Background: an optimization exercise with open tools, aiming at small area. Do not read the settings as production practice.
The RTL was checked by simulation tests, not by an equivalence proof against the original design.

==> nickel: inputs <==
==> flow/design.v (excerpt) <==
module   OFDM_Data_Modem
    #(
        parameter  SIGNAL_INTV_TO_QAM_FRE = 4
    )(  
    input               clk         , 
    input               rst_n       ,
    input               Tx_Clr      ,
    input [3:0]         Rate_Con    , 
    input               Signal_Flag ,
    input [6:0]         Scram_Seed  ,
    input               Data_Bit    ,
    input               Data_Bit_Vld,
    output[7:0]         Dout_Re     ,
    output[7:0]         Dout_Im     ,
    output              Dout_Vld      
);
Settings: LEC_CHECK=0, CAP_MARGIN=20, CORE_MARGIN=2, CORE_UTILIZATION=40, SLEW_MARGIN=20; clock period 5.0 ns.
run.sh (not shown) runs the stock make flow with config.mk's settings and CLKGATE_MAP_FILE= SYNTH_SCRIPT=/design/flow/synth_recipe.tcl, a recipe that flattens the netlist after the stock synthesis.
==> cedar: changes against nickel <==
--- a/flow/design.v
+++ b/flow/design.v
@@ -355,46 +355,60 @@
 	always @ (posedge clk or negedge rst_n)
 		if (!rst_n)
 			sw <= 1'b0;
 		else if (ph3 == 2'd2)
 			sw <= wea | clr;
 	always @ (posedge clk)
 		if (ph3 == 2'd2) begin
-			sa <= clr ? {2'b11, addra[6:0]} : addra;
+			sa <= clr ? {4'b1111, addra[4:0]} : addra;
 			sd <= dina & ~clr;
 		end
-	wire plain_w = (sa[8:7] == 2'b11);
-	wire fire    = sw & (plain_w ? (ph3 == 2'd0) : (sa[8:7] == 2'd2 - ph3));
+	wire		w_l1  = (sa[8:7] != 2'b11);
+	wire		w_l2  = (sa[8:7] == 2'b11) & (sa[6:5] != 2'b11);
+	wire		w_pl  = (sa[8:5] == 4'b1111);
+	wire [1:0]	w_j   = w_l1 ? sa[8:7] : sa[6:5];
+	wire		fire  = sw & (w_pl ? (ph3 == 2'd0) : (w_j == 2'd2 - ph3));
 	wire		ring_d = sd & ~clr;
-	wire [127:0] ring_p0;
-	wire [127:0] plain_q;
+	wire [127:0] ring1_p0;
+	wire [31:0]	ring2_p0;
+	wire [31:0]	plain_q;
 	genvar r;
 	generate
-		for (r = 0; r < 128; r = r + 1) begin : g_ring
+		for (r = 0; r < 128; r = r + 1) begin : g_ring1
 			reg [2:0]	q;    
+			wire sel = fire & w_l1 & (sa[6:0] == r);
+			always @ (posedge clk)
+				q <= {q[1:0], (clr | sel) ? ring_d : q[2]};
+			assign ring1_p0[r] = q[0];
+		end
+		for (r = 0; r < 32; r = r + 1) begin : g_ring2
+			reg [2:0]	q;
 			reg			p;    
-			wire sel = fire & (sa[6:0] == r);
+			wire sel2 = fire & w_l2 & (sa[4:0] == r);
+			wire selp = fire & w_pl & (sa[4:0] == r);
 			always @ (posedge clk) begin
-				q <= {q[1:0], (clr | (sel & ~plain_w)) ? ring_d : q[2]};
-				if (sel & plain_w)
+				q <= {q[1:0], (clr | sel2) ? ring_d : q[2]};
+				if (selp)
 					p <= sd;
 			end
-			assign ring_p0[r] = q[0];
-			assign plain_q[r] = p;
+			assign ring2_p0[r] = q[0];
+			assign plain_q[r]  = p;
 		end
 	endgenerate
-	wire [1:0]	rj = addrb[8:7];
-	wire		x  = ring_p0[addrb[6:0]];
+	wire		r_l1 = (addrb[8:7] != 2'b11);
+	wire		r_pl = (addrb[8:5] == 4'b1111);
+	wire [1:0]	rj   = r_l1 ? addrb[8:7] : addrb[6:5];
+	wire		x    = r_l1 ? ring1_p0[addrb[6:0]] : ring2_p0[addrb[4:0]];
 	reg			rd_hold;
 	always @ (posedge clk)
 		if ((rj == 2'd1 && ph3 == 2'd2) || (rj == 2'd2 && ph3 == 2'd1))
 			rd_hold <= x;
 	always @ (posedge clk)
 		if (ce)
-			doutb <= (rj == 2'd3) ? plain_q[addrb[6:0]] :
+			doutb <= r_pl ? plain_q[addrb[4:0]] :
 			         (rj == 2'd0) ? x : rd_hold;
 endmodule
 `timescale 1ns / 1ps 
 module data_interleaver
 #(
     parameter   SIGNAL_INTV_TO_QAM_FRE = 4  
 )(
@@ -485,16 +499,16 @@
             wea   <= 0;
             addra <= 0;
             dina  <= 0;
             i <= 0;
         end
         else if (clr) begin
             if (ce) begin
-                addra[7:0] <= addra[7:0] + 1'b1;
-                if (addra[7:0] == 8'd255) clr <= 0;
+                addra[5:0] <= addra[5:0] + 1'b1;
+                if (addra[5:0] == 6'd63) clr <= 0;
             end
         end
         else if (ce) begin if( Add_Cnt_Index ) begin
             wea   <= 1;
             addra <= i ? wr_addr + 9'd288 : wr_addr;
             dina  <= Intv_Din;
             if(End_Cnt_Index)  i <= ~i;
@@ -639,26 +653,27 @@
         else begin
             Rd_Buf_Vld <= 0;
         end
             end
     end
     always@(posedge clk or negedge rst_n ) begin
         if(!rst_n) begin
-            Intv_Dout <= 0;
             Intv_Vld  <= 0;
         end
         else if (ce) begin if( Rd_Buf_Vld ) begin
-            Intv_Dout <= doutb;
             Intv_Vld  <= 1'b1 ;
         end
         else    begin
             Intv_Vld  <= 1'b0 ;
         end
             end
     end
+    always@(posedge clk)
+        if (ce)
+            Intv_Dout <= doutb;
     always@(posedge clk or negedge rst_n ) begin
         if(!rst_n) begin
             Map_Type <= 0;
         end
         else if (ce) begin if((Buf_B_Flag || Buf_A_Flag) &&(Cnt_Bit==0)) begin
             Map_Type <= Intv_Con1 ;
         end
@@ -727,19 +742,17 @@
     assign Map_Code[6]   = (Map_Type == 2'b11);
     assign Map_Code[5]   = (Map_Type == 2'b11) ? Map_Bits[5] : (Map_Type == 2'b10);
     assign Map_Code[4]   = (Map_Type == 2'b11) ? Map_Bits[4] : (Map_Type == 2'b01);
     assign Map_Code[3]   = Map_Type[1] ? Map_Bits[3] : ~Map_Type[0];
     assign Map_Code[2:0] = Map_Bits[2:0];
     always@(posedge clk or negedge rst_n ) begin
         if(!rst_n) begin
-            Map_Code_Reg <= 7'b0001000;
             Map_Bits_Vld_80M <= 0;
         end
         else if (cb_ce) begin if(  End_Cnt_Bits  ) begin
-            Map_Code_Reg <= Map_Code;
             Map_Bits_Vld_80M <= 1'b1;
         end
         else begin
             Map_Bits_Vld_80M <= 1'b0;
         end
             end
     end
@@ -754,22 +767,26 @@
             Map_Bits_Vld_80M1 <= Map_Bits_Vld_80M;
             Map_Bits_Vld_80M2 <= Map_Bits_Vld_80M1;
             Map_Bits_Vld_80M3 <= Map_Bits_Vld_80M2;
         end
             end
     end
     assign Map_Vld_80M_20M = Map_Bits_Vld_80M3 || Map_Bits_Vld_80M2 || Map_Bits_Vld_80M1 || Map_Bits_Vld_80M;
+    always@(posedge clk) begin
+        if (cb_ce && End_Cnt_Bits)
+            Map_Code_Reg <= Map_Code;
+        if (ce && Map_Vld_80M_20M)
+            Map_Code_20M <= Map_Code_Reg;
+    end
     always@(posedge clk or negedge rst_n ) begin
         if(!rst_n) begin
             Map_Bits_Vld_20M <= 0;
-            Map_Code_20M <= 7'b0001000;
         end
         else if (ce) begin if(  Map_Vld_80M_20M  ) begin
             Map_Bits_Vld_20M <= 1'b1;
-            Map_Code_20M <= Map_Code_Reg;
         end
         else begin
             Map_Bits_Vld_20M <= 1'b0;
         end
             end
     end
     always@(posedge clk) begin
- CORE_UTILIZATION: 40 -> 60
- CTS_BUF_LIST: not set -> sky130_fd_sc_hd__clkbuf_4
- CTS_CLUSTER_SIZE: not set -> 20
==> amber: changes against nickel <==
--- a/flow/design.v
+++ b/flow/design.v
@@ -338,15 +338,15 @@
 `timescale 1ns / 1ps
 module sync_buffer
 (
 	input			clk,
 	input			rst_n,
 	input			ce,        
 	input [1:0]		ph3,
-	input			clr,
+	input			clr,       
 	input			wea,
 	input [8:0]		addra,
 	input    		dina,
 	input [8:0]		addrb,
 	output reg     	doutb
 );
 	reg			sw;
@@ -355,46 +355,59 @@
 	always @ (posedge clk or negedge rst_n)
 		if (!rst_n)
 			sw <= 1'b0;
 		else if (ph3 == 2'd2)
 			sw <= wea | clr;
 	always @ (posedge clk)
 		if (ph3 == 2'd2) begin
-			sa <= clr ? {2'b11, addra[6:0]} : addra;
-			sd <= dina & ~clr;
+			sa <= addra;
+			sd <= dina;
 		end
-	wire plain_w = (sa[8:7] == 2'b11);
-	wire fire    = sw & (plain_w ? (ph3 == 2'd0) : (sa[8:7] == 2'd2 - ph3));
-	wire		ring_d = sd & ~clr;
-	wire [127:0] ring_p0;
-	wire [127:0] plain_q;
+	wire		w_l1  = (sa[8:7] != 2'b11);
+	wire		w_l2  = (sa[8:7] == 2'b11) & (sa[6:5] != 2'b11);
+	wire		w_pl  = (sa[8:5] == 4'b1111);
+	wire [1:0]	w_j   = w_l1 ? sa[8:7] : sa[6:5];
+	wire		fire  = sw & (w_pl ? (ph3 == 2'd0) : (w_j == 2'd2 - ph3));
+	wire [127:0] ring1_p0;
+	wire [31:0]	ring2_p0;
+	wire [31:0]	plain_q;
 	genvar r;
 	generate
-		for (r = 0; r < 128; r = r + 1) begin : g_ring
+		for (r = 0; r < 128; r = r + 1) begin : g_ring1
 			reg [2:0]	q;    
+			wire sel = fire & w_l1 & (sa[6:0] == r);
+			always @ (posedge clk)
+				q <= {q[1:0], sel ? sd : q[2]};
+			assign ring1_p0[r] = q[0];
+		end
+		for (r = 0; r < 32; r = r + 1) begin : g_ring2
+			reg [2:0]	q;
 			reg			p;    
-			wire sel = fire & (sa[6:0] == r);
+			wire sel2 = fire & w_l2 & (sa[4:0] == r);
+			wire selp = fire & w_pl & (sa[4:0] == r);
 			always @ (posedge clk) begin
-				q <= {q[1:0], (clr | (sel & ~plain_w)) ? ring_d : q[2]};
-				if (sel & plain_w)
+				q <= {q[1:0], sel2 ? sd : q[2]};
+				if (selp)
 					p <= sd;
 			end
-			assign ring_p0[r] = q[0];
-			assign plain_q[r] = p;
+			assign ring2_p0[r] = q[0];
+			assign plain_q[r]  = p;
 		end
 	endgenerate
-	wire [1:0]	rj = addrb[8:7];
-	wire		x  = ring_p0[addrb[6:0]];
+	wire		r_l1 = (addrb[8:7] != 2'b11);
+	wire		r_pl = (addrb[8:5] == 4'b1111);
+	wire [1:0]	rj   = r_l1 ? addrb[8:7] : addrb[6:5];
+	wire		x    = r_l1 ? ring1_p0[addrb[6:0]] : ring2_p0[addrb[4:0]];
 	reg			rd_hold;
 	always @ (posedge clk)
 		if ((rj == 2'd1 && ph3 == 2'd2) || (rj == 2'd2 && ph3 == 2'd1))
 			rd_hold <= x;
 	always @ (posedge clk)
 		if (ce)
-			doutb <= (rj == 2'd3) ? plain_q[addrb[6:0]] :
+			doutb <= r_pl ? plain_q[addrb[4:0]] :
 			         (rj == 2'd0) ? x : rd_hold;
 endmodule
 `timescale 1ns / 1ps 
 module data_interleaver
 #(
     parameter   SIGNAL_INTV_TO_QAM_FRE = 4  
 )(
@@ -484,17 +497,17 @@
             clr   <= 1;
             wea   <= 0;
             addra <= 0;
             dina  <= 0;
             i <= 0;
         end
         else if (clr) begin
-            if (ce) begin
-                addra[7:0] <= addra[7:0] + 1'b1;
-                if (addra[7:0] == 8'd255) clr <= 0;
+            if (ph3 == 2'd2) begin
+                addra <= addra + 1'b1;
+                if (addra == 9'd511) clr <= 0;
             end
         end
         else if (ce) begin if( Add_Cnt_Index ) begin
             wea   <= 1;
             addra <= i ? wr_addr + 9'd288 : wr_addr;
             dina  <= Intv_Din;
             if(End_Cnt_Index)  i <= ~i;
@@ -639,26 +652,27 @@
         else begin
             Rd_Buf_Vld <= 0;
         end
             end
     end
     always@(posedge clk or negedge rst_n ) begin
         if(!rst_n) begin
-            Intv_Dout <= 0;
             Intv_Vld  <= 0;
         end
         else if (ce) begin if( Rd_Buf_Vld ) begin
-            Intv_Dout <= doutb;
             Intv_Vld  <= 1'b1 ;
         end
         else    begin
             Intv_Vld  <= 1'b0 ;
         end
             end
     end
+    always@(posedge clk)
+        if (ce)
+            Intv_Dout <= doutb;
     always@(posedge clk or negedge rst_n ) begin
         if(!rst_n) begin
             Map_Type <= 0;
         end
         else if (ce) begin if((Buf_B_Flag || Buf_A_Flag) &&(Cnt_Bit==0)) begin
             Map_Type <= Intv_Con1 ;
         end
@@ -727,19 +741,17 @@
     assign Map_Code[6]   = (Map_Type == 2'b11);
     assign Map_Code[5]   = (Map_Type == 2'b11) ? Map_Bits[5] : (Map_Type == 2'b10);
     assign Map_Code[4]   = (Map_Type == 2'b11) ? Map_Bits[4] : (Map_Type == 2'b01);
     assign Map_Code[3]   = Map_Type[1] ? Map_Bits[3] : ~Map_Type[0];
     assign Map_Code[2:0] = Map_Bits[2:0];
     always@(posedge clk or negedge rst_n ) begin
         if(!rst_n) begin
-            Map_Code_Reg <= 7'b0001000;
             Map_Bits_Vld_80M <= 0;
         end
         else if (cb_ce) begin if(  End_Cnt_Bits  ) begin
-            Map_Code_Reg <= Map_Code;
             Map_Bits_Vld_80M <= 1'b1;
         end
         else begin
             Map_Bits_Vld_80M <= 1'b0;
         end
             end
     end
@@ -754,22 +766,26 @@
             Map_Bits_Vld_80M1 <= Map_Bits_Vld_80M;
             Map_Bits_Vld_80M2 <= Map_Bits_Vld_80M1;
             Map_Bits_Vld_80M3 <= Map_Bits_Vld_80M2;
         end
             end
     end
     assign Map_Vld_80M_20M = Map_Bits_Vld_80M3 || Map_Bits_Vld_80M2 || Map_Bits_Vld_80M1 || Map_Bits_Vld_80M;
+    always@(posedge clk) begin
+        if (cb_ce && End_Cnt_Bits)
+            Map_Code_Reg <= Map_Code;
+        if (ce && Map_Vld_80M_20M)
+            Map_Code_20M <= Map_Code_Reg;
+    end
     always@(posedge clk or negedge rst_n ) begin
         if(!rst_n) begin
             Map_Bits_Vld_20M <= 0;
-            Map_Code_20M <= 7'b0001000;
         end
         else if (ce) begin if(  Map_Vld_80M_20M  ) begin
             Map_Bits_Vld_20M <= 1'b1;
-            Map_Code_20M <= Map_Code_Reg;
         end
         else begin
             Map_Bits_Vld_20M <= 1'b0;
         end
             end
     end
     always@(posedge clk) begin
- CORE_UTILIZATION: 40 -> 75
- CTS_BUF_LIST: not set -> sky130_fd_sc_hd__clkbuf_8
- CTS_CLUSTER_DIAMETER: not set -> 60
- CTS_CLUSTER_SIZE: not set -> 15
==> violet: changes against nickel <==
--- a/flow/design.v
+++ b/flow/design.v
@@ -355,46 +355,60 @@
 	always @ (posedge clk or negedge rst_n)
 		if (!rst_n)
 			sw <= 1'b0;
 		else if (ph3 == 2'd2)
 			sw <= wea | clr;
 	always @ (posedge clk)
 		if (ph3 == 2'd2) begin
-			sa <= clr ? {2'b11, addra[6:0]} : addra;
+			sa <= clr ? {4'b1111, addra[4:0]} : addra;
 			sd <= dina & ~clr;
 		end
-	wire plain_w = (sa[8:7] == 2'b11);
-	wire fire    = sw & (plain_w ? (ph3 == 2'd0) : (sa[8:7] == 2'd2 - ph3));
+	wire		w_l1  = (sa[8:7] != 2'b11);
+	wire		w_l2  = (sa[8:7] == 2'b11) & (sa[6:5] != 2'b11);
+	wire		w_pl  = (sa[8:5] == 4'b1111);
+	wire [1:0]	w_j   = w_l1 ? sa[8:7] : sa[6:5];
+	wire		fire  = sw & (w_pl ? (ph3 == 2'd0) : (w_j == 2'd2 - ph3));
 	wire		ring_d = sd & ~clr;
-	wire [127:0] ring_p0;
-	wire [127:0] plain_q;
+	wire [127:0] ring1_p0;
+	wire [31:0]	ring2_p0;
+	wire [31:0]	plain_q;
 	genvar r;
 	generate
-		for (r = 0; r < 128; r = r + 1) begin : g_ring
+		for (r = 0; r < 128; r = r + 1) begin : g_ring1
 			reg [2:0]	q;    
+			wire sel = fire & w_l1 & (sa[6:0] == r);
+			always @ (posedge clk)
+				q <= {q[1:0], (clr | sel) ? ring_d : q[2]};
+			assign ring1_p0[r] = q[0];
+		end
+		for (r = 0; r < 32; r = r + 1) begin : g_ring2
+			reg [2:0]	q;
 			reg			p;    
-			wire sel = fire & (sa[6:0] == r);
+			wire sel2 = fire & w_l2 & (sa[4:0] == r);
+			wire selp = fire & w_pl & (sa[4:0] == r);
 			always @ (posedge clk) begin
-				q <= {q[1:0], (clr | (sel & ~plain_w)) ? ring_d : q[2]};
-				if (sel & plain_w)
+				q <= {q[1:0], (clr | sel2) ? ring_d : q[2]};
+				if (selp)
 					p <= sd;
 			end
-			assign ring_p0[r] = q[0];
-			assign plain_q[r] = p;
+			assign ring2_p0[r] = q[0];
+			assign plain_q[r]  = p;
 		end
 	endgenerate
-	wire [1:0]	rj = addrb[8:7];
-	wire		x  = ring_p0[addrb[6:0]];
+	wire		r_l1 = (addrb[8:7] != 2'b11);
+	wire		r_pl = (addrb[8:5] == 4'b1111);
+	wire [1:0]	rj   = r_l1 ? addrb[8:7] : addrb[6:5];
+	wire		x    = r_l1 ? ring1_p0[addrb[6:0]] : ring2_p0[addrb[4:0]];
 	reg			rd_hold;
 	always @ (posedge clk)
 		if ((rj == 2'd1 && ph3 == 2'd2) || (rj == 2'd2 && ph3 == 2'd1))
 			rd_hold <= x;
 	always @ (posedge clk)
 		if (ce)
-			doutb <= (rj == 2'd3) ? plain_q[addrb[6:0]] :
+			doutb <= r_pl ? plain_q[addrb[4:0]] :
 			         (rj == 2'd0) ? x : rd_hold;
 endmodule
 `timescale 1ns / 1ps 
 module data_interleaver
 #(
     parameter   SIGNAL_INTV_TO_QAM_FRE = 4  
 )(
@@ -485,16 +499,16 @@
             wea   <= 0;
             addra <= 0;
             dina  <= 0;
             i <= 0;
         end
         else if (clr) begin
             if (ce) begin
-                addra[7:0] <= addra[7:0] + 1'b1;
-                if (addra[7:0] == 8'd255) clr <= 0;
+                addra[5:0] <= addra[5:0] + 1'b1;
+                if (addra[5:0] == 6'd63) clr <= 0;
             end
         end
         else if (ce) begin if( Add_Cnt_Index ) begin
             wea   <= 1;
             addra <= i ? wr_addr + 9'd288 : wr_addr;
             dina  <= Intv_Din;
             if(End_Cnt_Index)  i <= ~i;
@@ -639,26 +653,27 @@
         else begin
             Rd_Buf_Vld <= 0;
         end
             end
     end
     always@(posedge clk or negedge rst_n ) begin
         if(!rst_n) begin
-            Intv_Dout <= 0;
             Intv_Vld  <= 0;
         end
         else if (ce) begin if( Rd_Buf_Vld ) begin
-            Intv_Dout <= doutb;
             Intv_Vld  <= 1'b1 ;
         end
         else    begin
             Intv_Vld  <= 1'b0 ;
         end
             end
     end
+    always@(posedge clk)
+        if (ce)
+            Intv_Dout <= doutb;
     always@(posedge clk or negedge rst_n ) begin
         if(!rst_n) begin
             Map_Type <= 0;
         end
         else if (ce) begin if((Buf_B_Flag || Buf_A_Flag) &&(Cnt_Bit==0)) begin
             Map_Type <= Intv_Con1 ;
         end
@@ -727,19 +742,17 @@
     assign Map_Code[6]   = (Map_Type == 2'b11);
     assign Map_Code[5]   = (Map_Type == 2'b11) ? Map_Bits[5] : (Map_Type == 2'b10);
     assign Map_Code[4]   = (Map_Type == 2'b11) ? Map_Bits[4] : (Map_Type == 2'b01);
     assign Map_Code[3]   = Map_Type[1] ? Map_Bits[3] : ~Map_Type[0];
     assign Map_Code[2:0] = Map_Bits[2:0];
     always@(posedge clk or negedge rst_n ) begin
         if(!rst_n) begin
-            Map_Code_Reg <= 7'b0001000;
             Map_Bits_Vld_80M <= 0;
         end
         else if (cb_ce) begin if(  End_Cnt_Bits  ) begin
-            Map_Code_Reg <= Map_Code;
             Map_Bits_Vld_80M <= 1'b1;
         end
         else begin
             Map_Bits_Vld_80M <= 1'b0;
         end
             end
     end
@@ -754,22 +767,26 @@
             Map_Bits_Vld_80M1 <= Map_Bits_Vld_80M;
             Map_Bits_Vld_80M2 <= Map_Bits_Vld_80M1;
             Map_Bits_Vld_80M3 <= Map_Bits_Vld_80M2;
         end
             end
     end
     assign Map_Vld_80M_20M = Map_Bits_Vld_80M3 || Map_Bits_Vld_80M2 || Map_Bits_Vld_80M1 || Map_Bits_Vld_80M;
+    always@(posedge clk) begin
+        if (cb_ce && End_Cnt_Bits)
+            Map_Code_Reg <= Map_Code;
+        if (ce && Map_Vld_80M_20M)
+            Map_Code_20M <= Map_Code_Reg;
+    end
     always@(posedge clk or negedge rst_n ) begin
         if(!rst_n) begin
             Map_Bits_Vld_20M <= 0;
-            Map_Code_20M <= 7'b0001000;
         end
         else if (ce) begin if(  Map_Vld_80M_20M  ) begin
             Map_Bits_Vld_20M <= 1'b1;
-            Map_Code_20M <= Map_Code_Reg;
         end
         else begin
             Map_Bits_Vld_20M <= 1'b0;
         end
             end
     end
     always@(posedge clk) begin
- CORE_UTILIZATION: 40 -> 60
- CTS_BUF_LIST: not set -> sky130_fd_sc_hd__clkbuf_8
- CTS_CLUSTER_DIAMETER: not set -> 60
- CTS_CLUSTER_SIZE: not set -> 15
==> implementation parameters <==
Parameter                              Value

Run status
  Outcome ... complete, no violations

Synth
  Share of cell area taken by muxes after synthesis ... 7.594%
  Simple logic cell fraction of the synthesized area ... 9.592%

Global route
  Wire length of the first global-routing pass ... 154300 microns
-- figures above: cedar

==> implementation parameters <==
Parameter                              Value

Run status
  Outcome ... complete, no violations

Clocking
  Clock slew at the register clock pins of the worst setup and hold paths ... 0.09 ns

Final layout
  Top flop regs ... u_pilot.spram_code.g_ring.q: 672 flops, u_intv.spram.g_ring1.q: 384 flops, u_intv.spram.g_ring2.q: 96 flops

Synth
  Share of cell area taken by muxes after synthesis ... 10.10%
  Simple logic cell fraction of the synthesized area ... 8.646%

Global route
  Wire length of the first global-routing pass ... 147500 microns
  Total overflow reported by the global router ... 0
  Layer carrying the most global-route usage ... met2
-- figures above: amber

==> implementation parameters <==
Parameter                              Value

Run status
  Outcome ... complete, no violations

Synth
  Simple logic cell fraction of the synthesized area ... 9.592%
  EDFF count, synth ... 138
  Share of cell area taken by muxes after synthesis ... 7.594%

Global route
  GR Layer Usage met1 ... 31.68%
  Wire length of the first global-routing pass ... 147800 microns
-- figures above: violet

==> implementation parameters <==
Parameter                              Value

Run status
  Outcome ... complete, no violations

Synth
  Share of cell area taken by muxes after synthesis ... 6.603%
  Sequential element share of the synthesized area ... 68.46%
  Simple logic cell fraction of the synthesized area ... 10.14%

Global route
  Overall track demand over capacity in global routing ... 15.80%
  Wire length of the first global-routing pass ... 153100 microns

Worst setup path
  Most used cell, CP ... sky130_fd_sc_hd__ha_1
-- figures above: nickel

## separate check: timing with driven ports
The results above use ideal ports. As a check the final layouts listed here were re-extracted and re-timed, cells and wires unchanged. Step 1 assumes that a clkbuf_16 drives the clock port and a buf_2 every other input. Step 2 also shifts input and output timing later by t, the mid clock arrival at the registers, as if the neighbouring blocks saw the same clock. a / b / c = no drivers / after step 1 / after step 2; a / b = the first two.
run	shift t [ns]	setup WS [ns]	worst setup path after step 2	slew at the worst register clock pin (ns)	cell pins on the clock port's net
nickel	0.795	0.893 / 0.833 / 0.893	register to register	0.07 / 0.07	1
cedar	1.143	0.424 / 0.365 / 0.987	register to register	0.08 / 0.08	1
amber	0.803	0.603 / 0.538 / 0.981	register to register	0.11 / 0.11	1
violet	0.825	0.781 / 0.717 / 0.996	register to register	0.10 / 0.10	1
After both steps setup and hold are still met in every run listed.
